Background: an optimization exercise with open tools, aiming at small area and a short achievable clock period. Do not read the settings as production practice. Function was not checked in any run shown here: the RTL went through the layout flow alone. Power is estimated from default activity; no workload was simulated.

### flow/config.mk
export PLATFORM = sky130hd
export DESIGN_NAME = ecliptic_top
export DESIGN_NICKNAME = ecliptic_top
export VERILOG_FILES = /design/flow/design.v
export SDC_FILE = /design/flow/constraint.sdc
export NUM_CORES = 4
export LEC_CHECK = 0
export CAP_MARGIN = 20
export CORE_MARGIN = 2
export CORE_UTILIZATION = 40
export SETUP_SLACK_MARGIN = 0.2
export SLEW_MARGIN = 20
### flow/constraint.sdc
create_clock -name core_clock -period 7.5 [get_ports {clk}]
set_input_delay 1.5000 -clock core_clock [delete_from_list [all_inputs] [get_ports {clk}]]
set_output_delay 1.5000 -clock core_clock [all_outputs]
set_load 0.01 [all_outputs]
### flow/design.v
`default_nettype none
module ecliptic_bitoperation
  (
   input wire          clk,
   input wire [31:0]   src1,
   input wire [31:0]   src2,
   input wire [1:0]    op,
   input wire          req,
   output logic [31:0] res,
   output logic        ack,
   input wire          nrst
   );
  logic sign;
  always_comb begin
    case (op)
      2'b00: sign = src2[31];
      2'b01: sign = ~src2[31];
      2'b10: sign = src1[31] ^ src2[31];
      default: sign = src1[31];
    endcase
  end
  always_ff @(posedge clk) begin
    if (~nrst | ~req) begin
      res <= '0;
      ack <= '0;
    end else begin
      res <= {sign, src1[30:0]};
      ack <= 1'b1;
    end
  end
endmodule
`default_nettype wire
`default_nettype none
module ecliptic_classification
  (
   input wire         clk,
   input wire [31:0]  src,
   input wire         req,
   output logic [9:0] res,
   output logic       ack,
   input wire         nrst
   );
  logic exp_ones, exp_zero, man_zero, s;
  logic [9:0] cls;
  always_comb begin
    s = src[31];
    exp_ones = &src[30:23];
    exp_zero = ~|src[30:23];
    man_zero = ~|src[22:0];
    cls[0] =  s & exp_ones & man_zero;
    cls[1] =  s & ~exp_ones & ~exp_zero;
    cls[2] =  s & exp_zero & ~man_zero;
    cls[3] =  s & exp_zero & man_zero;
    cls[4] = ~s & exp_zero & man_zero;
    cls[5] = ~s & exp_zero & ~man_zero;
    cls[6] = ~s & ~exp_ones & ~exp_zero;
    cls[7] = ~s & exp_ones & man_zero;
    cls[8] = exp_ones & ~src[22] & ~man_zero;
    cls[9] = exp_ones & src[22];
  end
  always_ff @(posedge clk) begin
    if (~nrst | ~req) begin
      ack <= '0;
      res <= '0;
    end else begin
      ack <= 1'b1;
      res <= cls;
    end
  end
endmodule
`default_nettype wire
`default_nettype none
module ecliptic_comparison
  (
   input wire          clk,
   input wire [31:0]   src1,
   input wire [31:0]   src2,
   input wire          req,
   input wire [2:0]    op,
   output logic [31:0] res,
   output logic        invalid,
   output logic        ack,
   input wire          nrst
   );
  logic s1, s2, ones1, ones2, man1, man2;
  logic nan1, nan2, snan1, snan2, any_nan;
  logic mag_lt, mag_eq, both_zero;
  logic eq, lt, src1_first, pick1;
  logic [31:0] res_n;
  logic inv_n;
  logic [31:0] lt_t [0:5];
  logic [31:0] eq_t [0:5];
  always_comb begin
    for (int i = 0; i < 32; i++) begin
      if (i < 31) begin
        lt_t[0][i] = ~src1[i] & src2[i];
        eq_t[0][i] = ~(src1[i] ^ src2[i]);
      end else begin
        lt_t[0][i] = 1'b0;
        eq_t[0][i] = 1'b1;
      end
    end
    for (int l = 0; l < 5; l++) begin
      lt_t[l+1] = '0;
      eq_t[l+1] = '0;
      for (int i = 0; i < (16 >> l); i++) begin
        lt_t[l+1][i] = lt_t[l][2*i+1] | (eq_t[l][2*i+1] & lt_t[l][2*i]);
        eq_t[l+1][i] = eq_t[l][2*i+1] & eq_t[l][2*i];
      end
    end
    mag_lt = lt_t[5][0];
    mag_eq = eq_t[5][0];
    s1 = src1[31];
    s2 = src2[31];
    ones1 = &src1[30:23];
    ones2 = &src2[30:23];
    man1 = |src1[22:0];
    man2 = |src2[22:0];
    nan1 = ones1 & man1;
    nan2 = ones2 & man2;
    snan1 = ones1 & ~src1[22] & man1;
    snan2 = ones2 & ~src2[22] & man2;
    any_nan = nan1 | nan2;
    both_zero = ~|{src1[30:0], src2[30:0]};
    eq = ~any_nan & (both_zero | (mag_eq & (s1 == s2)));
    if (s1 != s2) lt = s1 & ~both_zero;
    else lt = s1 ? ~mag_lt & ~mag_eq : mag_lt;
    lt = lt & ~any_nan;
    src1_first = (s1 != s2) ? s1 : (s1 ^ mag_lt);
    pick1 = nan2 | (~nan1 & (src1_first ^ op[0]));
    res_n = '0;
    inv_n = 1'b0;
    case (op)
      3'b000: begin res_n[0] = lt | eq; inv_n = any_nan; end
      3'b001: begin res_n[0] = lt; inv_n = any_nan; end
      3'b010: begin res_n[0] = eq; inv_n = snan1 | snan2; end
      3'b100, 3'b101: begin
        res_n = (nan1 & nan2) ? 32'h7fc00000 : (pick1 ? src1 : src2);
        inv_n = snan1 | snan2;
      end
      default: ;
    endcase
  end
  always_ff @(posedge clk) begin
    if (~nrst | ~req) begin
      res <= '0;
      ack <= '0;
      invalid <= '0;
    end else begin
      res <= res_n;
      ack <= 1'b1;
      invalid <= inv_n;
    end
  end
endmodule
`default_nettype wire
`default_nettype none
module ecliptic_converter_to_word
  (
   input wire          clk,
   input wire          req,
   input wire [31:0]   src,
   input wire [1:0]    rm,
   input wire          res_unsigned,
   output logic        ack,
   output logic [31:0] res,
   output logic        invalid,
   output logic        inexact,
   input wire          nrst
   );
  logic        s;
  logic [7:0]  e;
  logic [22:0] m;
  logic        ge127, e126, e158, ge159, nan, man_zero;
  logic [4:0]  k;
  logic [23:0] mg;
  logic [54:0] f;
  logic [31:0] ip;
  logic        guard, sticky, round_up;
  logic        inv_pre, force_zero, neg, inc;
  logic        satpos;
  logic [31:0] sat, q_n;
  logic        act_n, invalid_n, inexact_n;
  always_comb begin
    s = src[31];
    e = src[30:23];
    m = src[22:0];
    man_zero = ~|m;
    ge127 = e[7] | (&e[6:0]);
    e126 = (e == 8'd126);
    e158 = (e == 8'd158);
    ge159 = e[7] & ((|e[6:5]) | (&e[4:0]));
    nan = (&e) & ~man_zero;
    k[0] = ~e[0];
    k[1] = e[1] ^ e[0];
    k[2] = e[2] ^ (&e[1:0]);
    k[3] = e[3] ^ (&e[2:0]);
    k[4] = e[4] ^ (&e[3:0]);
    mg = ge127 ? {1'b1, m} : 24'd0;
    f = {31'd0, mg} << k;
    ip = f[54:23];
    guard = f[22] | e126;
    sticky = (|f[21:0]) | (~ge127 & (~man_zero | ((|e) & ~e126)));
    case (rm)
      2'b00: round_up = guard & (sticky | ip[0]);
      2'b01: round_up = 1'b0;
      2'b10: round_up = s & (guard | sticky);
      default: round_up = ~s & (guard | sticky);
    endcase
    inv_pre = nan | ge159 |
              (e158 & (res_unsigned ? s : ~(s & man_zero))) |
              (res_unsigned & s & ge127);
    force_zero = res_unsigned & s & ~ge127;
    invalid_n = inv_pre | (force_zero & round_up);
    inexact_n = ~invalid_n & (guard | sticky);
    satpos = ~s | nan;
    sat = {res_unsigned ? satpos : ~satpos, {31{satpos}}};
    neg = s & ~inv_pre & ~force_zero;
    inc = round_up & ~inv_pre & ~force_zero;
    q_n = inv_pre ? sat : (ip ^ {32{neg}});
    act_n = neg ^ inc;
  end
  logic [31:0] q;
  logic        act;
  always_ff @(posedge clk) begin
    if (~nrst | ~req) begin
      ack <= '0;
      q <= '0;
      act <= '0;
      invalid <= '0;
      inexact <= '0;
    end else begin
      ack <= 1'b1;
      q <= q_n;
      act <= act_n;
      invalid <= invalid_n;
      inexact <= inexact_n;
    end
  end
  logic [31:0] pa [0:5];
  always_comb begin
    pa[0] = q;
    for (int l = 0; l < 5; l++) begin
      for (int i = 0; i < 32; i++) begin
        if ((i >> l) & 1) pa[l+1][i] = pa[l][i] & pa[l][((i >> l) << l) - 1];
        else pa[l+1][i] = pa[l][i];
      end
    end
    res[0] = q[0] ^ act;
    for (int i = 1; i < 32; i++) res[i] = q[i] ^ (act & pa[5][i-1]);
  end
endmodule
module ecliptic_converter_to_float
  (
   input wire          clk,
   input wire          req,
   input wire [31:0]   src,
   input wire [1:0]    rm,
   input wire          src_unsigned,
   output logic        ack,
   output logic [31:0] res,
   output logic        inexact,
   input wire          nrst
   );
  logic        s, zero;
  logic [31:0] b, a;
  logic [31:0] po [0:5];
  logic [31:0] zv [0:5];
  logic [5:0]  zc [0:5][0:31];
  logic [5:0]  lz;
  logic [32:0] n;
  logic        guard, sticky, round_up;
  logic [7:0]  e_n;
  always_comb begin
    s = ~src_unsigned & src[31];
    zero = ~|src;
    po[0] = src;
    for (int l = 0; l < 5; l++) begin
      for (int i = 0; i < 32; i++) begin
        if ((i >> l) & 1) po[l+1][i] = po[l][i] | po[l][((i >> l) << l) - 1];
        else po[l+1][i] = po[l][i];
      end
    end
    a[0] = src[0];
    for (int i = 1; i < 32; i++) a[i] = src[i] ^ (s & po[5][i-1]);
    b = src ^ {32{s}};
    for (int i = 0; i < 32; i++) begin
      zv[0][i] = b[i];
      zc[0][i] = '0;
    end
    for (int l = 0; l < 5; l++) begin
      zv[l+1] = '0;
      for (int i = 0; i < 32; i++) zc[l+1][i] = '0;
      for (int i = 0; i < (16 >> l); i++) begin
        zv[l+1][i] = zv[l][2*i+1] | zv[l][2*i];
        zc[l+1][i] = zv[l][2*i+1] ? zc[l][2*i+1] : (zc[l][2*i] | 6'(1 << l));
      end
    end
    lz = zv[5][0] ? zc[5][0] : 6'd32;
    n = {1'b0, a} << lz;
    guard = n[7];
    sticky = |n[6:0];
    case (rm)
      2'b00: round_up = guard & (sticky | n[8]);
      2'b01: round_up = 1'b0;
      2'b10: round_up = s & (guard | sticky);
      default: round_up = ~s & (guard | sticky);
    endcase
    e_n = zero ? 8'd0 : 8'd158 - {2'd0, lz};
  end
  logic [22:0] man;
  logic [7:0]  ex;
  logic        c32, ru, sg;
  always_ff @(posedge clk) begin
    if (~nrst | ~req) begin
      ack <= '0;
      man <= '0;
      ex <= '0;
      c32 <= '0;
      ru <= '0;
      sg <= '0;
      inexact <= '0;
    end else begin
      ack <= 1'b1;
      man <= n[30:8];
      ex <= e_n;
      c32 <= n[32];
      ru <= round_up;
      sg <= s;
      inexact <= guard | sticky;
    end
  end
  logic [22:0] pm [0:5];
  logic [7:0]  pe [0:3];
  logic        ce;
  always_comb begin
    pm[0] = man;
    for (int l = 0; l < 5; l++) begin
      for (int i = 0; i < 23; i++) begin
        if ((i >> l) & 1) pm[l+1][i] = pm[l][i] & pm[l][((i >> l) << l) - 1];
        else pm[l+1][i] = pm[l][i];
      end
    end
    pe[0] = ex;
    for (int l = 0; l < 3; l++) begin
      for (int i = 0; i < 8; i++) begin
        if ((i >> l) & 1) pe[l+1][i] = pe[l][i] & pe[l][((i >> l) << l) - 1];
        else pe[l+1][i] = pe[l][i];
      end
    end
    ce = c32 | (ru & pm[5][22]);
    res[31] = sg;
    res[23] = ex[0] ^ ce;
    for (int i = 1; i < 8; i++) res[23+i] = ex[i] ^ (ce & pe[3][i-1]);
    res[0] = man[0] ^ ru;
    for (int i = 1; i < 23; i++) res[i] = man[i] ^ (ru & pm[5][i-1]);
  end
endmodule
`default_nettype wire
`default_nettype none
module ecliptic_top
  (
   input wire          clk,
   input wire          nrst,
   input wire [31:0]   src1,
   input wire [31:0]   src2,
   input wire          bop_req,
   input wire [1:0]    bop_op,
   output logic [31:0] bop_res,
   output logic        bop_ack,
   input wire          cls_req,
   output logic [9:0]  cls_res,
   output logic        cls_ack,
   input wire          cmp_req,
   input wire [2:0]    cmp_op,
   output logic [31:0] cmp_res,
   output logic        cmp_invalid,
   output logic        cmp_ack,
   input wire          cvtw_req,
   input wire [1:0]    cvtw_rm,
   input wire          cvtw_unsigned,
   output logic [31:0] cvtw_res,
   output logic        cvtw_invalid,
   output logic        cvtw_inexact,
   output logic        cvtw_ack,
   input wire          cvts_req,
   input wire [1:0]    cvts_rm,
   input wire          cvts_unsigned,
   output logic [31:0] cvts_res,
   output logic        cvts_inexact,
   output logic        cvts_ack
   );
  ecliptic_bitoperation BOP
    (
     .clk(clk),
     .req(bop_req),
     .src1(src1),
     .src2(src2),
     .op(bop_op),
     .ack(bop_ack),
     .res(bop_res),
     .nrst(nrst)
     );
  ecliptic_classification CLS
    (
     .clk(clk),
     .req(cls_req),
     .src(src1),
     .ack(cls_ack),
     .res(cls_res),
     .nrst(nrst)
     );
  ecliptic_comparison CMP
    (
     .clk(clk),
     .req(cmp_req),
     .src1(src1),
     .src2(src2),
     .op(cmp_op),
     .ack(cmp_ack),
     .res(cmp_res),
     .invalid(cmp_invalid),
     .nrst(nrst)
     );
  ecliptic_converter_to_word CVTW
    (
     .clk(clk),
     .req(cvtw_req),
     .src(src1),
     .rm(cvtw_rm),
     .res_unsigned(cvtw_unsigned),
     .ack(cvtw_ack),
     .res(cvtw_res),
     .invalid(cvtw_invalid),
     .inexact(cvtw_inexact),
     .nrst(nrst)
     );
  ecliptic_converter_to_float CVTS
    (
     .clk(clk),
     .req(cvts_req),
     .src(src1),
     .rm(cvts_rm),
     .src_unsigned(cvts_unsigned),
     .ack(cvts_ack),
     .res(cvts_res),
     .inexact(cvts_inexact),
     .nrst(nrst)
     );
endmodule
`default_nettype wire
### flow/run.sh
#!/bin/bash
# synth_recipe.tcl (not shown) runs the flow's synth.tcl, then flattens the netlist and writes it again
# the make line also repeats each setting of config.mk as NAME=value (left out here)
make -C /OpenROAD-flow-scripts/flow DESIGN_CONFIG=/design/flow/config.mk WORK_HOME=/design/flow/orfs CLKGATE_MAP_FILE= SYNTH_SCRIPT=/design/flow/synth_recipe.tcl finish
==> notes.md, run 1 <==
Floorplanning
The horizontal die dimension is ~170 um. The die is ~170 um tall. The overall die area is 30300 sq um. The area inside the core boundary is about 29000 sq um. The initial core utilization is 40.5%. The I/O pin count is roughly 230.

The cell row count is 62.

Route
After detailed routing, the number of remaining DRC violations is 0. The top routing layer in use is met4. After detailed routing, the average wire length per cell comes to a little over 20 um.

The number of vias in the routed layout is about 13000. The first-iteration detailed-routing DRC count is between 1000 and 1500. The detailed router put a total of approximately 20 mm of wire on met1.

The routed length on met2 is between 15 and 20 mm. The ratio of routed vias to standard cells is around 5.9. The final layout contains routed wiring with a total length of approximately 44 mm. The number of nets with antenna violations after routing is 0. The iteration count of the initial detailed-routing pass is 8.

In the detailed route, the total length drawn on met3 is about 4 mm.

Synth
After synthesis, the netlist uses 87 different library cells. After synthesis the cells add up to approximately 12000 sq um. The proportion of register bits with asynchronous set or reset after synthesis is 0%. The Yosys step of the flow raised 13 warnings. The post-synthesis net count is 1686.

The part of the Yosys area used for sequential elements is between 20% and 30%. The number of storage elements in the synthesis netlist is 150. The mean area per synthesized cell is ~7.4 sq um. The number of instances in the synthesized netlist is 1563. The prevailing post-synth register cell is sky130_fd_sc_hd__dfxtp_1. The number of enable-type register cells in the synthesized netlist is 0.

Outcome
The flow ran to the end and the layout has no timing, DRC or antenna violations.

Place
At the end of routability-driven placement, the weighted congestion stood at slightly below 1. The wire-length estimate of the detail-placed layout is 33.4 mm. In this run the cell area measured after placement is approximately 14000 sq um. Input and output buffers added on the ports amount to approximately 230.

Final layout
The area added between synthesis and finish is 27.6%. The leading cell type in the layout, fill and taps excluded is sky130_fd_sc_hd__clkdlybuf4s50_1. The final layout contains 1858 nets. The antenna diode instance count is 0. In the layout the commonest cells are 228 x sky130_fd_sc_hd__clkdlybuf4s50_1, 227 x sky130_fd_sc_hd__nand2_1, 158 x sky130_fd_sc_hd__nor2_1, 150 x sky130_fd_sc_hd__dfxtp_1, 108 x sky130_fd_sc_hd__a21oi_1. Once layout is complete, the utilization of the core stands at about half.

The final non-filler cell area is about 15000 sq um. The post-route netlist has under 10% of its cells at a drive strength greater than 1.

STA
After layout, the minimum clock period comes to about 6 ns. Measured against its own limit, the worst slew margin works out to about a third. The slew at the pin closest to its max-slew limit is 1.03 ns.

The share of the cycle needed by the critical path after routing is 79.6%. The number of failing setup endpoints in the final timing report is 0. Setup repair after global routing left no endpoint under its margin. The max-slew violation count came to 0.

Summed over all failing endpoints, the final setup total negative slack is 0 ns. Timing would allow up to around 0.17 GHz. The final count of hold timing violations is 0.

Clock network
The post-cts gate resize count is 0. The TritonCTS clock tree is done. The worst-case clock buffer depth is 2. The number of CTS-inserted buffers is 17. For this design, the sink count on the clock tree is 150. In this run, post-CTS hold repair placed 0 buffers. The H-tree depth is 4.

Post-CTS timing repair inserted 0 buffers for setup. The clock-pin slew on the worst setup and hold paths is ~0.070 ns. CTS placed an instance of sky130_fd_sc_hd__clkbuf_16 at the clock tree root.

Worst setup path
By instance count, the cell type seen most on the critical path is sky130_fd_sc_hd__o41ai_1. In this design, the stage delay of the slowest critical-path cell is between 0.6 and 0.7 ns. Traced cell by cell, the critical path runs through clkdlybuf4s50_1 -> or4_1 -> or3_1 -> a221o_1 -> o21a_1 -> o21a_4 -> nor2_8 -> inv_2 -> o41ai_1 -> o41ai_1 -> o22ai_1 -> nor2_1 -> nor4_1 -> a211oi_1. STA classifies the critical path endpoint as a flip-flop. The nature of the critical path startpoint is a primary input. The number of buffers and inverters on the critical path is 2. At the worst endpoint, the arrival time is around 6.3 ns.

The required time reported for the critical path endpoint is about 7.8 ns. The largest driver fanout on the critical path is 31. The cell with the biggest individual delay on the critical path is sky130_fd_sc_hd__clkdlybuf4s50_1. The worst setup path is of the in2reg kind. The critical path's top delay family is compound AO/OA/AOI/OAI gates.

Hold path
The worst hold path begins at bop_op[0]. The capture endpoint of the worst hold path is BOP.res[31]$_SDFF_PN0_. The tightest min-delay check is of the in2reg type. Counting instances, the worst hold path has a depth of 3.

Power
Dividing total power by cell area gives a power density of 169 nW/um^2. Summed over all cells, the static leakage comes to between 5 and 6 nW. The share of total power in the clock network is about a third. The cell internal power dissipation is between 1.5 and 2 mW. The share of total power dissipated in sequential elements is between 30% and 40%. The analysis attributes to net switching a power of 887 uW. The switching power share of the total is between 30% and 40%. IR analysis of the VDD net gives a maximum drop of between 0.0001 and 0.00015 V. Of the total power, combinational logic draws 32.5%.

Global routing
The first-pass GRT wire length is just under 70 mm. The largest net degree at the start of global routing is 47. The via count of the first global-routing pass is 11800. The total overflow left after global routing is 0. The global-route usage over all layers is 28.6%. The initial antenna violation count was 0.

Flow run
Across the run, the number of max-cap violations was 0.
worst max-delay path by stage:
stage,startpoint,end,depth (start not counted)
floorplan,cvts_unsigned,CVTS.man[17]$_SDFF_PP0_,19
global placement,src1[0],CMP.res[20]$_SDFF_PP0_,16
detailed placement,src1[6],CVTS.c32$_SDFF_PN0_,14
CTS,src1[6],CVTS.c32$_SDFF_PN0_,14
global route,src1[23],CVTW.inexact$_SDFF_PN0_,17
finish,src1[6],CVTS.c32$_SDFF_PN0_,14
power by group through the flow:
stage	combinational (mW)	clock (mW)	sequential [mW]
floorplan	0.491	0	0.879
global placement	0.793	0	0.877
detailed placement	0.792	0	0.877
CTS	0.796	0.836	0.860
global route	0.876	0.868	0.864
finish	0.810	0.825	0.859
kinds of logic (layout without fill, tap and decap cells):
logic type               Yosys count  in the layout  share of synthesized area, %
AO/OA/AOI/OAI                    391            391                          21.6
XOR/XNOR                         121            121                          9.15
adder cells (fa/ha/maj)           41             41                          4.43
buffers and inverters            167            352                          5.76
flip-flops                       150            150                          25.9
multiplexers                      76             76                          8.48
AND/OR/NAND/NOR                  617            617                          24.6
cells in the mapped netlist, types with 9 or more instances:
| master | n | share of area, % |
|---|---|---|
| sky130_fd_sc_hd__nand2_1 | 227 | 7.4 |
| sky130_fd_sc_hd__nor2_1 | 158 | 5.1 |
| sky130_fd_sc_hd__dfxtp_1 | 150 | 26 |
| sky130_fd_sc_hd__a21oi_1 | 109 | 4.7 |
| sky130_fd_sc_hd__o21ai_0 | 97 | 4.2 |
| sky130_fd_sc_hd__clkbuf_1 | 85 | 2.8 |
| sky130_fd_sc_hd__xnor2_1 | 68 | 5.1 |
| sky130_fd_sc_hd__nand3_1 | 61 | 2.6 |
| sky130_fd_sc_hd__xor2_1 | 53 | 4.0 |
| sky130_fd_sc_hd__inv_1 | 45 | 1.5 |
| sky130_fd_sc_hd__mux2i_1 | 45 | 3.9 |
| sky130_fd_sc_hd__nor3_1 | 44 | 1.9 |
| sky130_fd_sc_hd__ha_1 | 41 | 4.4 |
| sky130_fd_sc_hd__nand4_1 | 25 | 1.4 |
| sky130_fd_sc_hd__o211ai_1 | 25 | 1.6 |
| sky130_fd_sc_hd__nor4_1 | 21 | 1.1 |
| sky130_fd_sc_hd__a21o_1 | 19 | 1.2 |
| sky130_fd_sc_hd__a211oi_1 | 18 | 1.2 |
| sky130_fd_sc_hd__buf_2 | 17 | 0.73 |
| sky130_fd_sc_hd__mux4_2 | 16 | 3.1 |
| sky130_fd_sc_hd__o22ai_1 | 16 | 0.86 |
| sky130_fd_sc_hd__mux2_2 | 13 | 1.3 |
| sky130_fd_sc_hd__or3_1 | 13 | 0.70 |
| sky130_fd_sc_hd__a31oi_1 | 11 | 0.59 |
| sky130_fd_sc_hd__buf_1 | 11 | 0.36 |
| sky130_fd_sc_hd__and2_1 | 9 | 0.49 |
| sky130_fd_sc_hd__nand2b_1 | 9 | 0.49 |
| sky130_fd_sc_hd__o21a_1 | 9 | 0.58 |
area by class of cell:
class | count | area [sq um]
clock buffers | 18 | 439
clock inverters | 14 | 114
repair buffers | 269 | 2610
flip-flops and latches | 150 | 3000
well taps | 384 | 480
multi-input cells | 1246 | 7940
inverters | 51 | 191
fillers | 2813 | 13800
registers in the layout (all words and copies together), names as in the netlist, 8 cells and up:
name and count:
CVTW.q 32, CVTS.man 23, CMP.res 32, CVTS.ex 8, BOP.res 32, CLS.res 10
per-layer routing:
layer | GRT usage [%] | up-vias
li1 | - | 5935
met1 | 39.7 | 5807
met5 | 0 | -
met3 | 5.77 | 93
met4 | 10.0 | 0
met2 | 44.0 | 683
per-stage QoR:
stage | hold WS (ns) | setup slack [ns] | instances | power [mW]
final | 1.62 | 1.53 | 2132 | 2.49
after detailed placement | 2.08 | 1.22 | 2099 | 1.67
after CTS | 1.61 | 1.64 | 2131 | 2.49
after global routing | 1.67 | 1.23 | 2132 | 2.61
after floorplan | 1.64 | 1.99 | 1563 | 1.37
after global placement | 2.08 | 1.26 | 2099 | 1.67
tightest hold or removal path, cell delays in order:
cell and delay [ns]:
sky130_fd_sc_hd__clkdlybuf4s50_1 0.41, sky130_fd_sc_hd__nand2_1 0.06, sky130_fd_sc_hd__a21oi_1 0.05
==> inputs of run 2 (changes only) <==
--- a/flow/config.mk
+++ b/flow/config.mk
@@ -9,4 +9,4 @@
 export CORE_MARGIN = 2
 export CORE_UTILIZATION = 40
-export SETUP_SLACK_MARGIN = 0.2
+export SETUP_SLACK_MARGIN = 3.5
 export SLEW_MARGIN = 20
==> run 2 against run 1 <==
Sequential cell count unchanged. Synthesized cell count unchanged. Fmax increased by 28%. Cell count increased by 11%. Critical path depth decreased by 1. Via count increased by 14%. Clock power increased by 13%. Global-route usage increased by 5.0 points. Hold slack got worse by 0.25 ns. Area after synthesis unchanged.
==> notes.md, run 2 <==
Power
The total power divided by cell area came to 156 nW/um^2 (-7.6%). The overall power consumption is 2.97 mW (+19%). The reported leakage power is 7.91 nW (+36%). The highest ir drop seen on vdd came to 0.000143 V (+29%).

Global routing
The global-route usage over all layers is 33.6% (+5.0 points). The largest net degree at the start of global routing is 47 (unchanged). The via count of the first global-routing pass came to 13500 (+14%). The final global-route overflow total is 0 (unchanged).

The initial antenna violation count is 0 (unchanged). The first-pass GRT wire length is 79.6 mm (+16%).

Floorplanning
The overall die area came to 30300 sq um (unchanged). The cell row count is 62 (unchanged). The area inside the core boundary was 28600 sq um (unchanged). The die span in y is 174 um (unchanged).

The I/O pin count is 229 (unchanged). The initial core utilization is 40.5% (unchanged). The horizontal die dimension is 174 um (unchanged).

Worst setup path
The critical path startpoint is CVTW.q[2]$_SDFF_PN0_. The maximum single-stage delay on the critical path is 0.36 ns (-0.29 ns). The total buffers and inverters traversed by the critical path came to 1 (-1). STA classifies the critical path endpoint as an output port.

The kind of critical path is reg2out. The arrival time of the worst setup path was 3.17 ns (-3.10 ns). The required time reported for the critical path endpoint is 6.00 ns (-1.80 ns). STA classifies the critical path startpoint as a flip-flop.

Grouping stages by cell kind, the critical path spends the most delay in simple AND/OR/NAND/NOR gates. Traced cell by cell, the critical path runs through and4_4 -> and3_4 -> nand4_1 -> nor3_4 -> and4_4 -> nand3_4 -> nor2_4 -> and3_4 -> and3_4 -> nand4_1 -> or2_1 -> xnor2_2 -> buf_2. The largest individual stage delay along the critical path comes from the cell sky130_fd_sc_hd__dfxtp_2. The path length in cells of the critical path came to 13 (-1). Counting stages on the worst path, the most repeated cell is sky130_fd_sc_hd__and3_4. The largest driver fanout on the critical path is 3 (-90%).

In this run the worst setup path terminates at cvtw_res[31].

Final layout
The largest registers in the layout are BOP.res (32), CMP.res (32), CVTW.q (32). The antenna diode instance count came to 0 (unchanged). Leaving out fill and tap cells, the most frequent cell in the layout is sky130_fd_sc_hd__nand2_1.

The area added between synthesis and finish is 64.6%. The top cell types in the final layout, fill and taps aside, are 182 x sky130_fd_sc_hd__nand2_1, 162 x sky130_fd_sc_hd__buf_4, 140 x sky130_fd_sc_hd__clkdlybuf4s50_1, 138 x sky130_fd_sc_hd__dfxtp_1, 129 x sky130_fd_sc_hd__nor2_1. The fraction of layout instances using a drive strength above 1 is 36.5% (+29 points).

The final-stage net count is 2088 (+12%). The fill cell instance count of the final layout is 2307 (-18%). The final core area utilization is 66.6% (+15 points).

Synth
The prevailing post-synth register cell is sky130_fd_sc_hd__dfxtp_1. The number of enable-type register cells in the synthesized netlist is 0 (unchanged). The count of yosys warnings during synthesis is 13 (unchanged). The most common cell in the synthesized netlist is sky130_fd_sc_hd__nand2_1. The part of the Yosys area used for sequential elements came to 25.9% (unchanged). Counting instances in the post-synthesis netlist gives the leading cell types as 227 x sky130_fd_sc_hd__nand2_1, 158 x sky130_fd_sc_hd__nor2_1, 150 x sky130_fd_sc_hd__dfxtp_1. The proportion of register bits with asynchronous set or reset after synthesis is 0% (unchanged). The number of distinct library cells after synthesis was 87 (unchanged).

sky130_fd_sc_hd__dfxtp_1 takes more of the synthesized area than any other cell. The number of storage elements in the synthesis netlist came to 150 (unchanged). Sorting the synthesized cells by area gives the leading types as sky130_fd_sc_hd__dfxtp_1 26%, sky130_fd_sc_hd__nand2_1 7.4%, sky130_fd_sc_hd__xnor2_1 5.1%. The synthesized cell area is 11600 sq um (unchanged). The post-synthesis net count came to 1686 (unchanged). The mean area per synthesized cell was 7.41 sq um (unchanged). The number of instances in the synthesized netlist was 1563 (unchanged). The area fraction of the dominant cell type after synthesis is 25.9% (unchanged).

Clock network
The tree is rooted in a sky130_fd_sc_hd__clkbuf_16. The H-tree depth is 4 (unchanged). The CTS sink count was 150 (unchanged).

TritonCTS built the clock tree. The clock-pin slew on the worst setup and hold paths is 0.08 ns (about the same). The worst-case clock buffer depth is 2 (unchanged). The quantity of hold-fixing buffers added after cts came to 0 (unchanged). The number of CTS-inserted buffers is 17 (unchanged).

STA
The sum of negative setup slack was 0 ns (unchanged). The final count of hold timing violations is 0 (unchanged). The post-route minimum period came to 4.67 ns (-1.30 ns). The share of the cycle needed by the critical path after routing is 62.2% (-17 points).

Setup repair after global routing could not meet its margin everywhere. The worst setup slack after layout is 2.83 ns (+1.30 ns). The slew at the pin closest to its max-slew limit is 1.00 ns (-0.0262 ns). The number of failing setup endpoints in the final timing report is 0 (unchanged).

The worst hold slack came to 1.37 ns (-0.246 ns). The headroom to the max-slew limit is 33.1% (+1.5 points). The max-slew violation count was 0 (unchanged).

The highest clock rate is 0.214 GHz (+28%).

Route
The post-detailed-route DRC marker count is 0 (unchanged). The first-iteration detailed-routing DRC count is 1357 (+6.9%). The ratio of routed vias to standard cells was 6.04 (+2.8%).

The iteration count of the initial detailed-routing pass is 6 (-2). The total routed wirelength is 54.2 mm (+22%). The number of nets with antenna violations after routing came to 0 (unchanged). The average routed wire per standard cell is 22.9 um (+10%). The number of vias in the routed layout is 14300 (+14%).

Place
The final weighted congestion in routability-driven placement is 0.947 (-1.6%). The number of port buffers is 228 (unchanged). The setup slack at placement is 1.20 ns (-0.0206 ns). The half-perimeter wire length of the detailed placement result came to 34.8 mm (+4.2%).

Hold path
The worst hold path belongs to the class in2reg.

Outcome
The run finished with no timing, DRC or antenna violations.

Flow run
The max-cap violation count was 0 (unchanged).
==> run 2: kinds of logic after synthesis <==
kind of cell / Yosys count / share of synthesized area [%]
adders and majority gates: 41 / 4.43
xor gates and xnor gates: 121 / 9.15
buffers and inverters: 167 / 5.76
AOI/OAI and AO/OA: 391 / 21.6
DFF: 150 / 25.9
and+or+nand+nor: 617 / 24.6
muxes: 76 / 8.48
==> run 2: cell type report <==
cell class	instances	area, sq um	area share (%)
Inverter	51	280	1.47
Clock inverter	14	176	0.925
Timing Repair Buffer	490	4760	25.0
Sequential cell	150	3020	15.8
Clock buffer	18	439	2.30
Tap cell	384	480	2.52
Timing Repair inverter	5	52.6	0.276
Multi-Input combinational cell	1250	9860	51.7
==> run 2: routing by layer <==
metal / vias to the layer above / wire length [um] / GRT usage, %
met1: 6755 / 22600 / 45.5
met4: 0 / 2110 / 12.2
met3: 167 / 5750 / 8.38
li1: 6420 / - / -
met2: 914 / 23700 / 51.8
met5: - / 0 / 0
==> run 2: stage by stage <==
step,cell area [sq um],instances
global route,19100,2362
CTS,18000,2312
floorplan,12200,1563
finish,19100,2362
detailed placement,14500,2092
global placement,14500,2091
==> run 2: worst min path at each step <==
| stage | endpoint | from | cells after the start | slack (ns) |
|---|---|---|---|---|
| after floorplan | CMP.res[1]$_SDFF_PP0_ | src2[1] | 2 | 1.64 |
| after global placement | BOP.res[31]$_SDFF_PN0_ | bop_op[0] | 3 | 2.08 |
| after detailed placement | BOP.res[31]$_SDFF_PN0_ | bop_op[0] | 3 | 2.08 |
| after CTS | CMP.res[9]$_SDFF_PP0_ | src1[9] | 3 | 1.35 |
| after global routing | CMP.res[9]$_SDFF_PP0_ | src1[9] | 3 | 1.36 |
| final | CMP.res[9]$_SDFF_PP0_ | src1[9] | 3 | 1.37 |
==> run 2: report_power, final <==
| group | internal (mW) | leakage [nW] | switching [mW] | total (mW) |
|---|---|---|---|---|
| Sequential | 0.835 | 1.23 | 0.0305 | 0.866 |
| Combinational | 0.529 | 6.38 | 0.644 | 1.17 |
| Clock | 0.517 | 0.302 | 0.418 | 0.935 |
| Total | 1.88 | 7.91 | 1.09 | 2.97 |
==> run 2: worst min-delay path, delay by kind of cell <==
| family | cells | cell delay [ns] |
|---|---|---|
| buf+inv | 1 | 0.13 |
| simple gates | 1 | 0.08 |
| compound gates | 1 | 0.06 |
==> run 2: repair_timing <==
item / in CTS / in global routing
gates cloned: 14 / 4
gates resized for setup: 621 / 199
setup buffers: 174 / 46
endpoints found under the hold margin: 0 / 0
setup endpoints to repair: 148 / 147
pin swaps: 130 / 105
==> inputs of run 3 (changes only) <==
--- a/flow/design.v
+++ b/flow/design.v
@@ -41,31 +41,41 @@
    input wire         nrst
    );
-  logic exp_ones, exp_zero, man_zero, s;
-  logic [9:0] cls;
+  localparam logic [2:0] K_ZERO = 3'd1, K_SUB = 3'd2, K_NORM = 3'd3,
+                         K_INF = 3'd4, K_SNAN = 3'd5, K_QNAN = 3'd6;
+  logic exp_ones, exp_zero, man_zero;
+  logic [2:0] kind_n;
   always_comb begin
-    s = src[31];
     exp_ones = &src[30:23];
     exp_zero = ~|src[30:23];
     man_zero = ~|src[22:0];
-    cls[0] =  s & exp_ones & man_zero;
-    cls[1] =  s & ~exp_ones & ~exp_zero;
-    cls[2] =  s & exp_zero & ~man_zero;
-    cls[3] =  s & exp_zero & man_zero;
-    cls[4] = ~s & exp_zero & man_zero;
-    cls[5] = ~s & exp_zero & ~man_zero;
-    cls[6] = ~s & ~exp_ones & ~exp_zero;
-    cls[7] = ~s & exp_ones & man_zero;
-    cls[8] = exp_ones & ~src[22] & ~man_zero;
-    cls[9] = exp_ones & src[22];
+    if (exp_zero) kind_n = man_zero ? K_ZERO : K_SUB;
+    else if (~exp_ones) kind_n = K_NORM;
+    else if (man_zero) kind_n = K_INF;
+    else kind_n = src[22] ? K_QNAN : K_SNAN;
   end
+  logic       sg;
+  logic [2:0] kind;
   always_ff @(posedge clk) begin
     if (~nrst | ~req) begin
-      ack <= '0;
-      res <= '0;
+      sg <= '0;
+      kind <= '0;
     end else begin
-      ack <= 1'b1;
-      res <= cls;
+      sg <= src[31];
+      kind <= kind_n;
     end
   end
+  always_comb begin
+    ack = |kind;
+    res[0] =  sg & (kind == K_INF);
+    res[1] =  sg & (kind == K_NORM);
+    res[2] =  sg & (kind == K_SUB);
+    res[3] =  sg & (kind == K_ZERO);
+    res[4] = ~sg & (kind == K_ZERO);
+    res[5] = ~sg & (kind == K_SUB);
+    res[6] = ~sg & (kind == K_NORM);
+    res[7] = ~sg & (kind == K_INF);
+    res[8] = (kind == K_SNAN);
+    res[9] = (kind == K_QNAN);
+  end
 endmodule
 `default_nettype wire
@@ -90,25 +100,25 @@
   logic inv_n;
   logic [31:0] lt_t [0:5];
-  logic [31:0] eq_t [0:5];
+  logic [31:0] gt_t [0:5];
   always_comb begin
     for (int i = 0; i < 32; i++) begin
       if (i < 31) begin
         lt_t[0][i] = ~src1[i] & src2[i];
-        eq_t[0][i] = ~(src1[i] ^ src2[i]);
+        gt_t[0][i] = src1[i] & ~src2[i];
       end else begin
         lt_t[0][i] = 1'b0;
-        eq_t[0][i] = 1'b1;
+        gt_t[0][i] = 1'b0;
       end
     end
     for (int l = 0; l < 5; l++) begin
       lt_t[l+1] = '0;
-      eq_t[l+1] = '0;
+      gt_t[l+1] = '0;
       for (int i = 0; i < (16 >> l); i++) begin
-        lt_t[l+1][i] = lt_t[l][2*i+1] | (eq_t[l][2*i+1] & lt_t[l][2*i]);
-        eq_t[l+1][i] = eq_t[l][2*i+1] & eq_t[l][2*i];
+        lt_t[l+1][i] = lt_t[l][2*i+1] | (~gt_t[l][2*i+1] & lt_t[l][2*i]);
+        gt_t[l+1][i] = gt_t[l][2*i+1] | (~lt_t[l][2*i+1] & gt_t[l][2*i]);
       end
     end
     mag_lt = lt_t[5][0];
-    mag_eq = eq_t[5][0];
+    mag_eq = ~lt_t[5][0] & ~gt_t[5][0];
     s1 = src1[31];
     s2 = src2[31];
@@ -176,4 +186,5 @@
   logic [23:0] mg;
   logic [54:0] f;
+  logic [21:0] smask;
   logic [31:0] ip;
   logic        guard, sticky, round_up;
@@ -201,5 +212,6 @@
     ip = f[54:23];
     guard = f[22] | e126;
-    sticky = (|f[21:0]) | (~ge127 & (~man_zero | ((|e) & ~e126)));
+    smask = 22'h3fffff >> k;
+    sticky = (ge127 & |(m[21:0] & smask)) | (~ge127 & (~man_zero | ((|e) & ~e126)));
     case (rm)
       2'b00: round_up = guard & (sticky | ip[0]);
@@ -238,16 +250,5 @@
     end
   end
-  logic [31:0] pa [0:5];
-  always_comb begin
-    pa[0] = q;
-    for (int l = 0; l < 5; l++) begin
-      for (int i = 0; i < 32; i++) begin
-        if ((i >> l) & 1) pa[l+1][i] = pa[l][i] & pa[l][((i >> l) << l) - 1];
-        else pa[l+1][i] = pa[l][i];
-      end
-    end
-    res[0] = q[0] ^ act;
-    for (int i = 1; i < 32; i++) res[i] = q[i] ^ (act & pa[5][i-1]);
-  end
+  ecliptic_increment #(.W(32)) INC (.a(q), .cin(act), .y(res));
 endmodule
 module ecliptic_converter_to_float
@@ -267,8 +268,10 @@
   logic [31:0] po [0:5];
   logic [31:0] zv [0:5];
-  logic [5:0]  zc [0:5][0:31];
-  logic [5:0]  lz;
-  logic [32:0] n;
-  logic        guard, sticky, round_up;
+  logic [4:0]  zc [0:5][0:31];
+  logic [4:0]  lz;
+  logic [6:0]  smask;
+  logic [32:0] n [0:5];
+  logic        guard, sticky;
+  logic [7:0]  e_tab [0:31];
   logic [7:0]  e_n;
   always_comb begin
@@ -294,22 +297,20 @@
       for (int i = 0; i < (16 >> l); i++) begin
         zv[l+1][i] = zv[l][2*i+1] | zv[l][2*i];
-        zc[l+1][i] = zv[l][2*i+1] ? zc[l][2*i+1] : (zc[l][2*i] | 6'(1 << l));
+        zc[l+1][i] = zv[l][2*i+1] ? zc[l][2*i+1] : (zc[l][2*i] | 5'(1 << l));
       end
     end
-    lz = zv[5][0] ? zc[5][0] : 6'd32;
-    n = {1'b0, a} << lz;
-    guard = n[7];
-    sticky = |n[6:0];
-    case (rm)
-      2'b00: round_up = guard & (sticky | n[8]);
-      2'b01: round_up = 1'b0;
-      2'b10: round_up = s & (guard | sticky);
-      default: round_up = ~s & (guard | sticky);
-    endcase
-    e_n = zero ? 8'd0 : 8'd158 - {2'd0, lz};
+    lz = zc[5][0];
+    n[0] = {1'b0, a};
+    for (int l = 0; l < 5; l++) n[l+1] = lz[4-l] ? (n[l] << (16 >> l)) : n[l];
+    guard = n[5][7];
+    smask = 7'h7f >> lz;
+    sticky = |(a[6:0] & smask);
+    for (int i = 0; i < 32; i++) e_tab[i] = 8'(158 - i);
+    e_n = zero ? 8'd0 : e_tab[lz];
   end
   logic [22:0] man;
   logic [7:0]  ex;
-  logic        c32, ru, sg;
+  logic        c32, g, st, sg;
+  logic [1:0]  mode;
   always_ff @(posedge clk) begin
     if (~nrst | ~req) begin
@@ -318,17 +319,60 @@
       ex <= '0;
       c32 <= '0;
-      ru <= '0;
+      g <= '0;
+      st <= '0;
       sg <= '0;
-      inexact <= '0;
+      mode <= '0;
     end else begin
       ack <= 1'b1;
-      man <= n[30:8];
+      man <= n[5][30:8];
       ex <= e_n;
-      c32 <= n[32];
-      ru <= round_up;
+      c32 <= n[5][32];
+      g <= guard;
+      st <= sticky;
       sg <= s;
-      inexact <= guard | sticky;
+      mode <= rm;
+    end
+  end
+  logic ru;
+  always_comb begin
+    case (mode)
+      2'b00: ru = g & (st | man[0]);
+      2'b01: ru = 1'b0;
+      2'b10: ru = sg & (g | st);
+      default: ru = ~sg & (g | st);
+    endcase
+    inexact = g | st;
+  end
+  ecliptic_float_round ROUND (.sg(sg), .ex(ex), .man(man), .ru(ru), .c32(c32), .res(res));
+endmodule
+module ecliptic_increment
+  #(parameter int W = 32)
+  (
+   input wire [W-1:0]  a,
+   input wire          cin,
+   output logic [W-1:0] y
+   );
+  logic [W-1:0] p [0:$clog2(W)];
+  always_comb begin
+    p[0] = a;
+    for (int l = 0; l < $clog2(W); l++) begin
+      for (int i = 0; i < W; i++) begin
+        if ((i >> l) & 1) p[l+1][i] = p[l][i] & p[l][((i >> l) << l) - 1];
+        else p[l+1][i] = p[l][i];
+      end
     end
+    y[0] = a[0] ^ cin;
+    for (int i = 1; i < W; i++) y[i] = a[i] ^ (cin & p[$clog2(W)][i-1]);
   end
+endmodule
+module ecliptic_float_round
+  (
+   input wire          sg,
+   input wire [7:0]    ex,
+   input wire [22:0]   man,
+   input wire          ru,
+   input wire          c32,
+   output logic [31:0] res
+   );
   logic [22:0] pm [0:5];
   logic [7:0]  pe [0:3];
==> flow/flow/run.sh (new file) <==
#!/bin/bash
# Standard ORFS layout, with plain buf_1 cells as the port buffers
# instead of the default clkdlybuf4s50_1 delay cells.
set -euo pipefail
export BUFFER_PORTS_ARGS="-buffer_cell sky130_fd_sc_hd__buf_1"
bash standard.sh > standard.log 2>&1
==> flow/standard.sh (new file) <==
#!/bin/bash
# synth_recipe.tcl (not shown) runs the flow's synth.tcl, then flattens the netlist and writes it again
# the make line also repeats each setting of config.mk as NAME=value (left out here)
make -C /OpenROAD-flow-scripts/flow DESIGN_CONFIG=/design/flow/config.mk WORK_HOME=/design/flow/orfs CLKGATE_MAP_FILE= SYNTH_SCRIPT=/design/flow/synth_recipe.tcl "${@:-finish}"
--- a/flow/config.mk
+++ b/flow/config.mk
@@ -6,7 +6,9 @@
 export NUM_CORES = 4
 export LEC_CHECK = 0
+export ABC_AREA = 1
 export CAP_MARGIN = 20
 export CORE_MARGIN = 2
 export CORE_UTILIZATION = 40
-export SETUP_SLACK_MARGIN = 3.5
+export SETUP_SLACK_MARGIN = 4.0
 export SLEW_MARGIN = 20
+export SYNTH_HIERARCHICAL = 1
removed: flow/run.sh
==> run 3 against run 2 <==
Still clean on timing, DRC and antenna. Synthesized cell count rose by 53%. Power down 10%. First-iteration DRC count grew 26%. Critical path type unchanged. Largest cell class unchanged.
==> notes.md, run 3 <==
Outcome
The run finished with no timing, DRC or antenna violations.

STA
The worst hold slack is 1.24 ns (-0.125 ns). Setup repair after global routing could not meet its margin everywhere. The highest clock rate is 0.269 GHz (+26%).

The final count of hold timing violations was 0 (unchanged). The sum of negative setup slack is 0 ns (unchanged). The number of failing setup endpoints in the final timing report came to 0 (unchanged). The share of the cycle needed by the critical path after routing was 49.5% (-13 points). The headroom to the max-slew limit came to 34.9% (+1.9 points). The post-route minimum period is 3.71 ns (-0.953 ns). The slew at the pin closest to its max-slew limit is 0.976 ns (-0.0245 ns). The max-slew violation count is 0 (unchanged). The worst setup slack after layout was 3.79 ns (+0.953 ns).

Place
The setup slack at placement is 2.21 ns (+1.02 ns). The final weighted congestion in routability-driven placement is 0.900 (-5.0%). The number of port buffers is 228 (unchanged). The half-perimeter wire length of the detailed placement result is 36.9 mm (+5.8%).

Synth
The number of distinct library cells after synthesis is 60 (-31%). The number of instances in the synthesized netlist is 2390 (+53%). The mean area per synthesized cell came to 5.77 sq um (-22%). The synthesized design spends more area on one cell type than any other, namely sky130_fd_sc_hd__dfxtp_1. The count of yosys warnings during synthesis came to 23 (+10). The part of the Yosys area used for sequential elements is 20.9% (-5.0 points). The synthesized cell area was 13800 sq um (+19%).

In the post-synthesis netlist, the cell with the most instances is sky130_fd_sc_hd__nand2_1. The post-synthesis net count came to 2484 (+47%). The area fraction of the dominant cell type after synthesis was 20.9% (-5.0 points). In the synthesized netlist, the cells that appear most often are 758 x sky130_fd_sc_hd__nand2_1, 378 x sky130_fd_sc_hd__nand3_1, 265 x sky130_fd_sc_hd__inv_1. Ranked by total cell area, the synthesized netlist is headed by sky130_fd_sc_hd__dfxtp_1 21%, sky130_fd_sc_hd__nand2_1 21%, sky130_fd_sc_hd__nand3_1 14%. The proportion of register bits with asynchronous set or reset after synthesis is 0% (unchanged). The number of storage elements in the synthesis netlist is 144 (-4.0%). The most used flip-flop cell after synthesis is sky130_fd_sc_hd__dfxtp_1.

The number of enable-type register cells in the synthesized netlist is 0 (unchanged).

Route
The first-iteration detailed-routing DRC count is 1708 (+26%). The average routed wire per standard cell is 17.3 um (-25%). The number of vias in the routed layout was 17000 (+19%). The ratio of routed vias to standard cells is 5.34 (-11%). The total routed wirelength is 55.0 mm (+1.6%). The post-detailed-route DRC marker count came to 0 (unchanged).

The iteration count of the initial detailed-routing pass is 6 (unchanged). The number of nets with antenna violations after routing is 0 (unchanged).

Clock network
The CTS sink count is 144 (-4.0%). The number of CTS-inserted buffers is 17 (unchanged). TritonCTS built the clock tree.

The worst-case clock buffer depth was 2 (unchanged). The clock-pin slew on the worst setup and hold paths was 0.06 ns (-0.02 ns). The H-tree depth is 4 (unchanged). The quantity of hold-fixing buffers added after cts came to 0 (unchanged). Clock tree synthesis selected as its root buffer the cell sky130_fd_sc_hd__clkbuf_16.

Final layout
From synthesis to final layout, the design area changed by 31.1%. The sequential cell area is 2900 sq um (-3.9%). The antenna diode instance count was 0 (unchanged). The final-stage net count is 2806 (+34%).

The top cell types in the final layout, fill and taps aside, are 709 x sky130_fd_sc_hd__nand2_1, 335 x sky130_fd_sc_hd__nand3_1, 252 x sky130_fd_sc_hd__inv_1, 239 x sky130_fd_sc_hd__nor2_1, 188 x sky130_fd_sc_hd__buf_1. The fill cell instance count of the final layout is 3489 (+51%). The area of combinational cells with multiple inputs is 10300 sq um (+4.4%). The fraction of layout instances using a drive strength above 1 is 22.0% (-15 points). The largest registers in the layout are BOP.res (32), CMP.res (32), CVTW.q (32). Leaving out fill and tap cells, the most frequent cell in the layout is sky130_fd_sc_hd__nand2_1.

Floorplanning
The die span in y is 190 um (+8.9%). The horizontal die dimension is 190 um (+8.9%). The overall die area is 36000 sq um (+19%). The initial core utilization is 40.2% (-0.24 points). The cell row count is 68 (+9.7%). The I/O pin count is 229 (unchanged). The area inside the core boundary came to 34300 sq um (+20%).

Global routing
The initial antenna violation count came to 1 (+1). The global-route usage over all layers is 29.4% (-4.2 points). The final global-route overflow total is 0 (unchanged). The largest net degree at the start of global routing was 38 (-19%). The via count of the first global-routing pass came to 15300 (+13%). The first-pass GRT wire length came to 84.2 mm (+5.7%).

Worst setup path
The arrival time of the worst setup path came to 2.21 ns (-0.96 ns). The required time reported for the critical path endpoint came to 6.00 ns (about the same). The nature of the critical path startpoint is a flip-flop. The critical path is of the reg2out type. The largest driver fanout on the critical path is 4 (+1). The kind of end point of the critical path is an output port.

Power
The total power divided by cell area is 147 nW/um^2 (-5.5%). The highest ir drop seen on vdd is 0.000144 V (+1.0%). The reported leakage power is 8.68 nW (+9.7%).

Hold path
The capture endpoint of the worst hold path is CVTS.mode[0]$_SDFF_PN0_. The number of cells on the worst hold path came to 3 (unchanged). In this run the most critical hold path is launched from cvts_rm[0]. In this run the worst hold path is classified as in2reg.

Flow run
The max-cap violation count was 0 (unchanged).
run 3: changes by cell type in the layout (fill, tap and decap cells not counted), sizes merged, moves of 23 or more:
cell	previous run	this run
a21oi	109	77
xor2	53	19
nor2	161	325
nor3	44	21
buf	315	361
inv	56	281
nand3	61	430
nand2	228	796
xnor2	68	6
mux2i	46	0
ha	41	12
clkdlybuf4s50	140	0
run 3: per-stage QoR:
stage | cell area [sq um] | cells | power (mW) | utilization, %
2_1_floorplan | 13800 | 2390 | 1.39 | -
3_3_place_gp | 14900 | 3023 | 1.62 | 43.6
3_5_place_dp | 14900 | 3023 | 1.63 | 43.6
4_1_cts | 16500 | 3106 | 2.56 | 48.2
5_1_grt | 18100 | 3179 | 2.80 | 52.7
6_report | 18100 | 3179 | 2.67 | 52.7
run 3: Yosys stat by module (local to each module, per instance), a selection:
module | cells | flops+latches
ecliptic_converter_to_float | 819 | 37
ecliptic_converter_to_word | 654 | 36
ecliptic_comparison | 408 | 34
ecliptic_bitoperation | 113 | 33
ecliptic_float_round | 135 | 0
ecliptic_classification | 67 | 4
run 3: metal layers:
layer,wire (um),vias to the layer above,global-route usage (%)
li1,-,8357,-
met1,25200,7723,42.2
met2,24000,814,44.6
met3,4510,95,5.15
met4,1280,0,9.45
met5,0,-,0
run 3: how the worst max path moves through the flow:
stage,start,to,slack (ns),depth (start not counted)
after floorplan,src1[23],CVTW.invalid$_SDFF_PN0_,3.99,16
after global placement,src1[23],CVTW.q[25]$_SDFF_PN0_,2.27,12
after detailed placement,src1[31],CVTS.man[22]$_SDFF_PN0_,2.21,14
after CTS,CVTS.man[0]$_SDFF_PN0_,cvts_res[27],3.71,14
after global routing,CVTS.g$_SDFF_PN0_,cvts_res[25],3.66,13
final,CVTS.g$_SDFF_PN0_,cvts_res[25],3.79,14
run 3: what timing repair did:
action,in CTS,in global routing
setup buffers,37,59
pin swaps,24,59
gates resized for setup,148,238
endpoints found under the setup margin,148,148
cloned,15,13
run 3: kinds of logic after synthesis:
family                     synth area share [%]
DFF                                        20.9
buffers and inverters                      12.1
adders and majority gates                  1.09
AOI/OAI and AO/OA                          9.94
xor gates and xnor gates                   1.64
and+or+nand+nor                            54.4
run 3: critical path: stages, from the launching register on:
cell,delay (ns)
sky130_fd_sc_hd__dfxtp_4,0.38
sky130_fd_sc_hd__o21ai_2,0.07
sky130_fd_sc_hd__o31ai_1,0.20
sky130_fd_sc_hd__buf_4,0.17
sky130_fd_sc_hd__nand2_2,0.05
sky130_fd_sc_hd__inv_2,0.05
sky130_fd_sc_hd__nand2_2,0.06
sky130_fd_sc_hd__nor2_4,0.11
sky130_fd_sc_hd__nand3_2,0.09
sky130_fd_sc_hd__nand2_4,0.13
sky130_fd_sc_hd__clkbuf_16,0.16
sky130_fd_sc_hd__nand2_2,0.04
sky130_fd_sc_hd__nand2_1,0.05
sky130_fd_sc_hd__nand2_1,0.08
sky130_fd_sc_hd__buf_2,0.15
run 3: layout make-up:
class / instances / share of cell area (%)
inverter: 286 / 6.48
multi-input combinational: 1887 / 56.9
timing repair inverter: 3 / 0.138
clock inverter: 10 / 0.616
timing repair buffer: 373 / 14.1
clock buffer: 21 / 2.55
sequential: 144 / 16.0
tap: 455 / 3.15
run 3: report_power, final:
group          total [mW]  internal, mW  switching [mW]  leakage [nW]
Combinational       0.977         0.337           0.640          7.22
Clock               0.852         0.503           0.349         0.275
Sequential          0.836         0.804          0.0323          1.18
Total                2.67          1.64            1.02          8.68
==> inputs of run 4 (changes only) <==
--- a/flow/config.mk
+++ b/flow/config.mk
@@ -12,3 +12,2 @@
 export SETUP_SLACK_MARGIN = 4.0
 export SLEW_MARGIN = 20
-export SYNTH_HIERARCHICAL = 1
==> run 4 against run 3 <==
Non-clock buffer count rose by 108. Sequential share of layout area increased by 0.062 points. Hold slack better by 0.014 ns. Clock power down 4.3%. Critical path depth stayed put. Still clean on timing, DRC and antenna.
==> notes.md, run 4 <==
Outcome
The run finished with no timing, DRC or antenna violations.

Synth
The count of yosys warnings during synthesis came to 17 (-26%). The prevailing post-synth register cell is sky130_fd_sc_hd__dfxtp_1. The number of storage elements in the synthesis netlist is 144 (unchanged). Ranked by total cell area, the synthesized netlist is headed by sky130_fd_sc_hd__dfxtp_1 25%, sky130_fd_sc_hd__nand2_1 17%, sky130_fd_sc_hd__nor2_1 9.3%. The post-synthesis net count is 2059 (-17%). The number of distinct library cells after synthesis is 56 (-6.7%). The part of the Yosys area used for sequential elements is 25.0% (+4.1 points). The proportion of register bits with asynchronous set or reset after synthesis came to 0% (unchanged). By instance count, the leading cell after synthesis is sky130_fd_sc_hd__nand2_1. The number of instances in the synthesized netlist is 1965 (-18%). The mean area per synthesized cell came to 5.87 sq um (+1.6%). The top cell type by total area after synthesis is sky130_fd_sc_hd__dfxtp_1.

The number of enable-type register cells in the synthesized netlist is 0 (unchanged). The synthesized cell area was 11500 sq um (-16%). The area fraction of the dominant cell type after synthesis came to 25.0% (+4.1 points). By count the netlist is led by 525 x sky130_fd_sc_hd__nand2_1, 285 x sky130_fd_sc_hd__nor2_1, 203 x sky130_fd_sc_hd__nand3_1.

Floorplanning
The overall die area was 30200 sq um (-16%). The cell row count is 62 (-8.8%). The initial core utilization is 40.4% (+0.14 points). The I/O pin count is 229 (unchanged).

The area inside the core boundary is 28500 sq um (-17%). The horizontal die dimension is 174 um (-8.4%). The die span in y was 174 um (-8.4%).

Route
The iteration count of the initial detailed-routing pass was 6 (unchanged). The ratio of routed vias to standard cells is 5.63 (+5.3%). The average routed wire per standard cell was 19.0 um (+9.9%). The post-detailed-route DRC marker count is 0 (unchanged). The number of nets with antenna violations after routing is 0 (unchanged).

The routed length on met2 came to 23.5 mm (-2.1%). The total routed wirelength came to 53.0 mm (-3.7%). The number of vias in the routed layout is 15700 (-7.7%). The first-iteration detailed-routing DRC count came to 1598 (-6.4%). Signal routing reaches up to met4. The wire length on met3 came to 5.48 mm (+22%). The post-route met1 wirelength is 21.0 mm (-17%).

Clock network
TritonCTS built the clock tree. The tree is rooted in a sky130_fd_sc_hd__clkbuf_16. The worst-case clock buffer depth is 2 (unchanged).

The CTS sink count is 144 (unchanged). The clock-pin slew on the worst setup and hold paths is 0.06 ns (about the same). The H-tree depth is 4 (unchanged). The number of CTS-inserted buffers is 17 (unchanged).

Power
The cell internal power dissipation is 1.67 mW (+1.6%). The reported net switching power came to 1.02 mW (-0.26%). The combinational group share of total power is 38.6% (+1.9 points). The share of power burned in registers came to 31.1% (-0.3 points). The overall power consumption is 2.69 mW (+0.86%). The reported leakage power is 8.21 nW (-5.4%). The switching power share of the total is 37.9% (-0.43 points).

The highest ir drop seen on vdd is 0.000120 V (-17%). The share of total power in the clock network is 30.3% (-1.7 points). The total power divided by cell area is 149 nW/um^2 (+1.1%).

Hold path
The number of cells on the worst hold path is 3 (unchanged). The path type of the worst min-delay path is in2reg.

Worst setup path
The critical path's top delay family is simple AND/OR/NAND/NOR gates. The maximum single-stage delay on the critical path was 0.38 ns (about the same). The cell with the biggest individual delay on the critical path is sky130_fd_sc_hd__or3_4. The arrival time of the worst setup path came to 2.53 ns (+0.32 ns). The path length in cells of the critical path is 14 (unchanged). The largest driver fanout on the critical path is 2 (-2). STA classifies the critical path endpoint as an output port. The critical path goes through nand4_1 -> or3_4 -> buf_4 -> nor2_4 -> inv_1 -> nor2_2 -> inv_1 -> nor2_2 -> inv_2 -> nor3_4 -> nand2_2 -> nor2_4 -> xor2_1 -> buf_2. The nature of the critical path startpoint is a flip-flop.

The total buffers and inverters traversed by the critical path is 5 (+1). The critical path endpoint is cvtw_res[14]. The required time reported for the critical path endpoint came to 6.00 ns (about the same).

The most critical setup path has its startpoint at CVTW.q[1]$_SDFF_PN0_. The kind of critical path is reg2out.

Global routing
The via count of the first global-routing pass came to 13700 (-11%). The global-route usage over all layers is 30.3% (+0.90 points). The initial antenna violation count is 0 (-1). The first-pass GRT wire length is 73.1 mm (-13%). The largest net degree at the start of global routing came to 47 (+24%).

The final global-route overflow total was 0 (unchanged).

STA
The headroom to the max-slew limit is 35.2% (+0.27 points). The share of the cycle needed by the critical path after routing was 53.8% (+4.3 points). Setup repair after global routing could not meet its margin everywhere.

The post-route minimum period is 4.03 ns (+0.319 ns). The slew at the pin closest to its max-slew limit is 0.968 ns (-0.00758 ns). The max-slew violation count was 0 (unchanged). The highest clock rate is 0.248 GHz (-7.9%). The final count of hold timing violations is 0 (unchanged).

The number of failing setup endpoints in the final timing report is 0 (unchanged). The sum of negative setup slack is 0 ns (unchanged). The worst setup slack after layout is 3.47 ns (-0.319 ns).

Final layout
The non-filler instance count after layout came to 2787 (-12%). In the final layout, the registers with the most flip-flops are BOP.res (32), CMP.res (32), CVTW.q (32). Leaving out fill and tap cells, the most frequent cells in the layout are 427 x sky130_fd_sc_hd__nand2_1, 234 x sky130_fd_sc_hd__nor2_1, 176 x sky130_fd_sc_hd__buf_4, 145 x sky130_fd_sc_hd__buf_1, 134 x sky130_fd_sc_hd__nand3_1. The antenna diode instance count is 0 (unchanged). The area added between synthesis and finish is 56.5%.

The fraction of layout instances using a drive strength above 1 came to 34.7% (+13 points). The library cell used most frequently in the layout, excluding fill and tap cells, is sky130_fd_sc_hd__nand2_1. The final-stage net count is 2487 (-11%).

Place
The number of port buffers is 228 (unchanged). The number of placed instances with taps included is 2488 (-18%). The setup slack at placement was 1.83 ns (-0.379 ns). The half-perimeter wire length of the detailed placement result is 32.8 mm (-11%).

The final weighted congestion in routability-driven placement was 0.973 (+8.1%).

Flow run
The max-cap violation count is 0 (unchanged).
==> run 4: cell types whose count changed after synthesis, moves of 29 or more <==
cell                      delta
sky130_fd_sc_hd__inv_1      -94
sky130_fd_sc_hd__xor2_1     +43
sky130_fd_sc_hd__nand2_1   -233
sky130_fd_sc_hd__nand3_2    -43
sky130_fd_sc_hd__o21ai_0    +89
sky130_fd_sc_hd__nor2_2     -43
sky130_fd_sc_hd__nand3_1   -175
sky130_fd_sc_hd__nor2_1     +29
==> run 4: timing repair <==
item,CTS,global route
endpoints found under the setup margin,148,151
hold buffers,0,0
cloned,18,13
buffers inserted,102,137
pin swaps,46,174
resized for setup,305,502
==> run 4: layout make-up <==
class | count | area, sq um
fill | 2657 | 10500
inverter | 188 | 935
clock inverter | 6 | 60.1
timing repair buffer | 481 | 3530
multi-input combinational | 1551 | 9540
sequential | 144 | 2910
tap | 384 | 480
timing repair inverter | 10 | 115
clock buffer | 23 | 478
==> run 4: worst min-delay path by stage <==
| stage | from | to | slack, ns |
|---|---|---|---|
| final | cvts_rm[0] | CVTS.mode[0]$_SDFF_PN0_ | 1.26 |
| after global routing | cvts_rm[0] | CVTS.mode[0]$_SDFF_PN0_ | 1.27 |
| after CTS | cvts_rm[1] | CVTS.mode[1]$_SDFF_PN0_ | 1.25 |
| after detailed placement | cvts_rm[1] | CVTS.mode[1]$_SDFF_PN0_ | 1.71 |
| after global placement | cvts_rm[1] | CVTS.mode[1]$_SDFF_PN0_ | 1.72 |
| after floorplan | cvts_rm[0] | CVTS.mode[0]$_SDFF_PN0_ | 1.61 |
==> run 4: power groups by stage <==
| stage | sequential (mW) | clock, mW | combinational, mW |
|---|---|---|---|
| finish | 0.836 | 0.815 | 1.04 |
| global route | 0.840 | 0.848 | 1.10 |
| CTS | 0.832 | 0.822 | 0.781 |
| detailed placement | 0.848 | 0 | 0.654 |
| global placement | 0.848 | 0 | 0.652 |
| floorplan | 0.848 | 0 | 0.467 |
==> run 4: cell families (layout without fill, tap and decap cells) <==
family,count (synthesis),in the layout,synth area share (%)
and+or+nand+nor,1126,1142,41.9
xor gates and xnor gates,70,70,5.32
adders and majority gates,12,12,1.30
buffers and inverters,286,708,10.5
muxes,3,3,0.261
AOI/OAI and AO/OA,324,324,15.8
DFF,144,144,25.0
==> run 4: stage by stage <==
step | instance area (sq um) | hold slack [ns] | util, %
finish | 18000 | 1.26 | 63.2
global route | 18000 | 1.27 | 63.2
CTS | 15000 | 1.25 | 52.4
detailed placement | 12500 | 1.71 | 43.7
global placement | 12500 | 1.72 | 43.7
floorplan | 11600 | 1.61 | -
==> run 4: routing by layer <==
metal	track usage, %	vias to the layer above
li1	-	7287
met1	39.8	7116
met2	48.0	1043
met3	5.92	232
met4	14.2	0
met5	0	-
==> inputs of run 5 (changes only) <==
--- a/flow/config.mk
+++ b/flow/config.mk
@@ -10,4 +10,5 @@
 export CORE_MARGIN = 2
 export CORE_UTILIZATION = 40
-export SETUP_SLACK_MARGIN = 4.0
+export SETUP_SLACK_MARGIN = 3.0
 export SLEW_MARGIN = 20
+export SYNTH_HIERARCHICAL = 1
==> run 5 against run 4 <==
Worst setup slack worse by 0.22 ns. Critical path type is now in2reg. Cell area is 13% lower. Wire length is 7.0% lower. Hold slack better by 0.0032 ns. Sequential cell count stayed put. Still clean on timing, DRC and antenna. Utilization is 17 points lower. Global-route usage is 2.9 points lower. Clock-buffer cell count is 5 lower. Sequential share of layout area is 2.3 points higher. Synthesized cell count is 22% higher. Sequential power hardly changed.
==> notes.md, run 5 <==
Final layout
In the final layout, the registers with the most flip-flops are BOP.res (32), CMP.res (32), CVTW.q (32). The area added between synthesis and finish is 13.8%. The fraction of layout instances using a drive strength above 1 is 11.5% (-23 points). The area of combinational cells with multiple inputs is 9310 sq um (-2.4%). The final-stage net count is 2693 (+8.3%). The sequential cell area is 2880 sq um (-0.78%).

Global routing
The initial antenna violation count is 1 (+1). The final global-route overflow total is 0 (unchanged). The first-pass GRT wire length came to 78.9 mm (+7.9%). The global-route usage over all layers is 27.4% (-2.9 points).

The via count of the first global-routing pass came to 14800 (+8.0%).

Synth
For this run, the leading register cell type out of synthesis is sky130_fd_sc_hd__dfxtp_1. The post-synthesis net count is 2484 (+21%). The part of the Yosys area used for sequential elements is 20.9% (-4.1 points). Counting instances in the post-synthesis netlist gives the leading cell types as 758 x sky130_fd_sc_hd__nand2_1, 378 x sky130_fd_sc_hd__nand3_1, 265 x sky130_fd_sc_hd__inv_1. The top cell type by total area after synthesis is sky130_fd_sc_hd__dfxtp_1. By instance count, the leading cell after synthesis is sky130_fd_sc_hd__nand2_1. The number of storage elements in the synthesis netlist was 144 (unchanged). The number of distinct library cells after synthesis is 60 (+7.1%). The mean area per synthesized cell is 5.77 sq um (-1.6%).

Route
The number of vias in the routed layout is 16100 (+2.9%). The first-iteration detailed-routing DRC count is 1390 (-13%). The ratio of routed vias to standard cells is 5.26 (-6.5%).

The average routed wire per standard cell came to 16.1 um (-16%). The total routed wirelength is 49.3 mm (-7.0%).

Clock network
The CTS sink count is 144 (unchanged). The quantity of hold-fixing buffers added after cts came to 0 (unchanged). The clock-pin slew on the worst setup and hold paths came to 0.06 ns (about the same). The cell at the root of the clock tree is sky130_fd_sc_hd__clkbuf_16.

STA
The headroom to the max-slew limit is 28.0% (-7.3 points). Setup repair after global routing could not meet its margin everywhere. The highest clock rate is 0.235 GHz (-5.2%). The share of the cycle needed by the critical path after routing is 56.7% (+2.9 points).

The final count of hold timing violations was 0 (unchanged). The max-slew violation count is 0 (unchanged).

Hold path
The number of cells on the worst hold path is 3 (unchanged). The path type of the worst min-delay path is in2reg.

Power
The overall power consumption is 2.54 mW (-5.4%).

Floorplanning
The cell row count is 68 (+9.7%). The horizontal die dimension came to 190 um (+9.2%). The initial core utilization was 40.2% (-0.14 points).

Worst setup path
The total buffers and inverters traversed by the critical path is 3 (-2). The worst setup path is launched from a primary input. The kind of critical path is in2reg. The largest driver fanout on the critical path is 28 (+26). Traced cell by cell, the critical path runs through clkbuf_4 -> ha_1 -> ha_2 -> inv_2 -> nand3_1 -> nand3_1 -> nand2_1 -> inv_1 -> nor2_1 -> nand3_1 -> nand2_1 -> nand2_1 -> nand2_1 -> nand3_1 -> nand2_2 -> nand3_2 -> nand2_1 -> nor2_2.

Place
The number of port buffers is 228 (unchanged). The half-perimeter wire length of the detailed placement result is 36.7 mm (+12%).

Outcome
The run finished with no timing, DRC or antenna violations.
## run 5: changes by cell type in the layout (fill, tap and decap cells not counted), sizes merged, moves of 22 or more
cell	delta
nand2	+237
o21ai	-80
buf	-186
or2	-22
nor2	+24
xor2	-42
inv	+117
nand3	+221
## run 5: layout make-up
cell class	count	share of cell area, %
Multi-Input combinational cell	1873	59.3
Sequential cell	144	18.4
Timing Repair Buffer	277	7.88
Inverter	286	6.92
Tap cell	455	3.63
Clock buffer	18	2.80
Clock inverter	14	1.13
## run 5: metal layers
metal / vias to the layer above / GRT usage (%) / wire, um
li1: 8105 / - / -
met5: - / 0 / 13
met3: 86 / 5.00 / 4230
met4: 2 / 9.18 / 1200
met1: 7202 / 39.0 / 23400
met2: 736 / 41.4 / 20400
## run 5: report_power, final
group | internal (mW) | switching (mW)
combinational | 0.238 | 0.558
sequential | 0.804 | 0.0310
clock | 0.538 | 0.374
total | 1.58 | 0.964
## run 5: cell families after synthesis
| family | share of synthesized area, % |
|---|---|
| buf+inv | 12.1 |
| compound gates | 9.94 |
| simple gates | 54.4 |
| fa+ha+maj | 1.09 |
| xor+xnor | 1.64 |
| flops | 20.9 |
## run 5: path summary, 6_finish.rpt
check / start / to
min: cvts_rm[0] / CVTS.mode[0]$_SDFF_PN0_
max: src1[23] / CVTW.invalid$_SDFF_PN0_
## run 5: modules after synthesis (local to each module, per instance), a selection
module	flops+latches	cell area, sq um
ecliptic_classification	4	375
ecliptic_converter_to_word	36	3920
ecliptic_float_round	0	744
ecliptic_converter_to_float	37	4190
ecliptic_bitoperation	33	1080
ecliptic_comparison	34	2500
## run 5: stage by stage
stage	cells	hold WS [ns]	util (%)	area (sq um)	setup WS, ns
6_report	3067	1.26	45.8	15700	3.25
2_1_floorplan	2390	1.61	-	13800	3.69
3_5_place_dp	3025	1.72	43.6	14900	2.07
5_1_grt	3067	1.26	45.8	15700	2.97
4_1_cts	3060	1.25	45.5	15600	3.09
3_3_place_gp	3025	1.72	43.6	14900	2.15
## run 5: timing repair
item	4_1_cts	5_1_grt
gates resized for setup	9	11
setup endpoints to repair	51	48
pin swaps	2	1
setup buffers	1	7
gates cloned	2	0

Check on run 5: ideal ports give 3.247 ns setup slack; a clkbuf_16 on the clock port and buf_2 on the inputs give 3.266 ns; moving port delays by the midpoint clock arrival (0.499 ns) as well gives 2.767 ns.
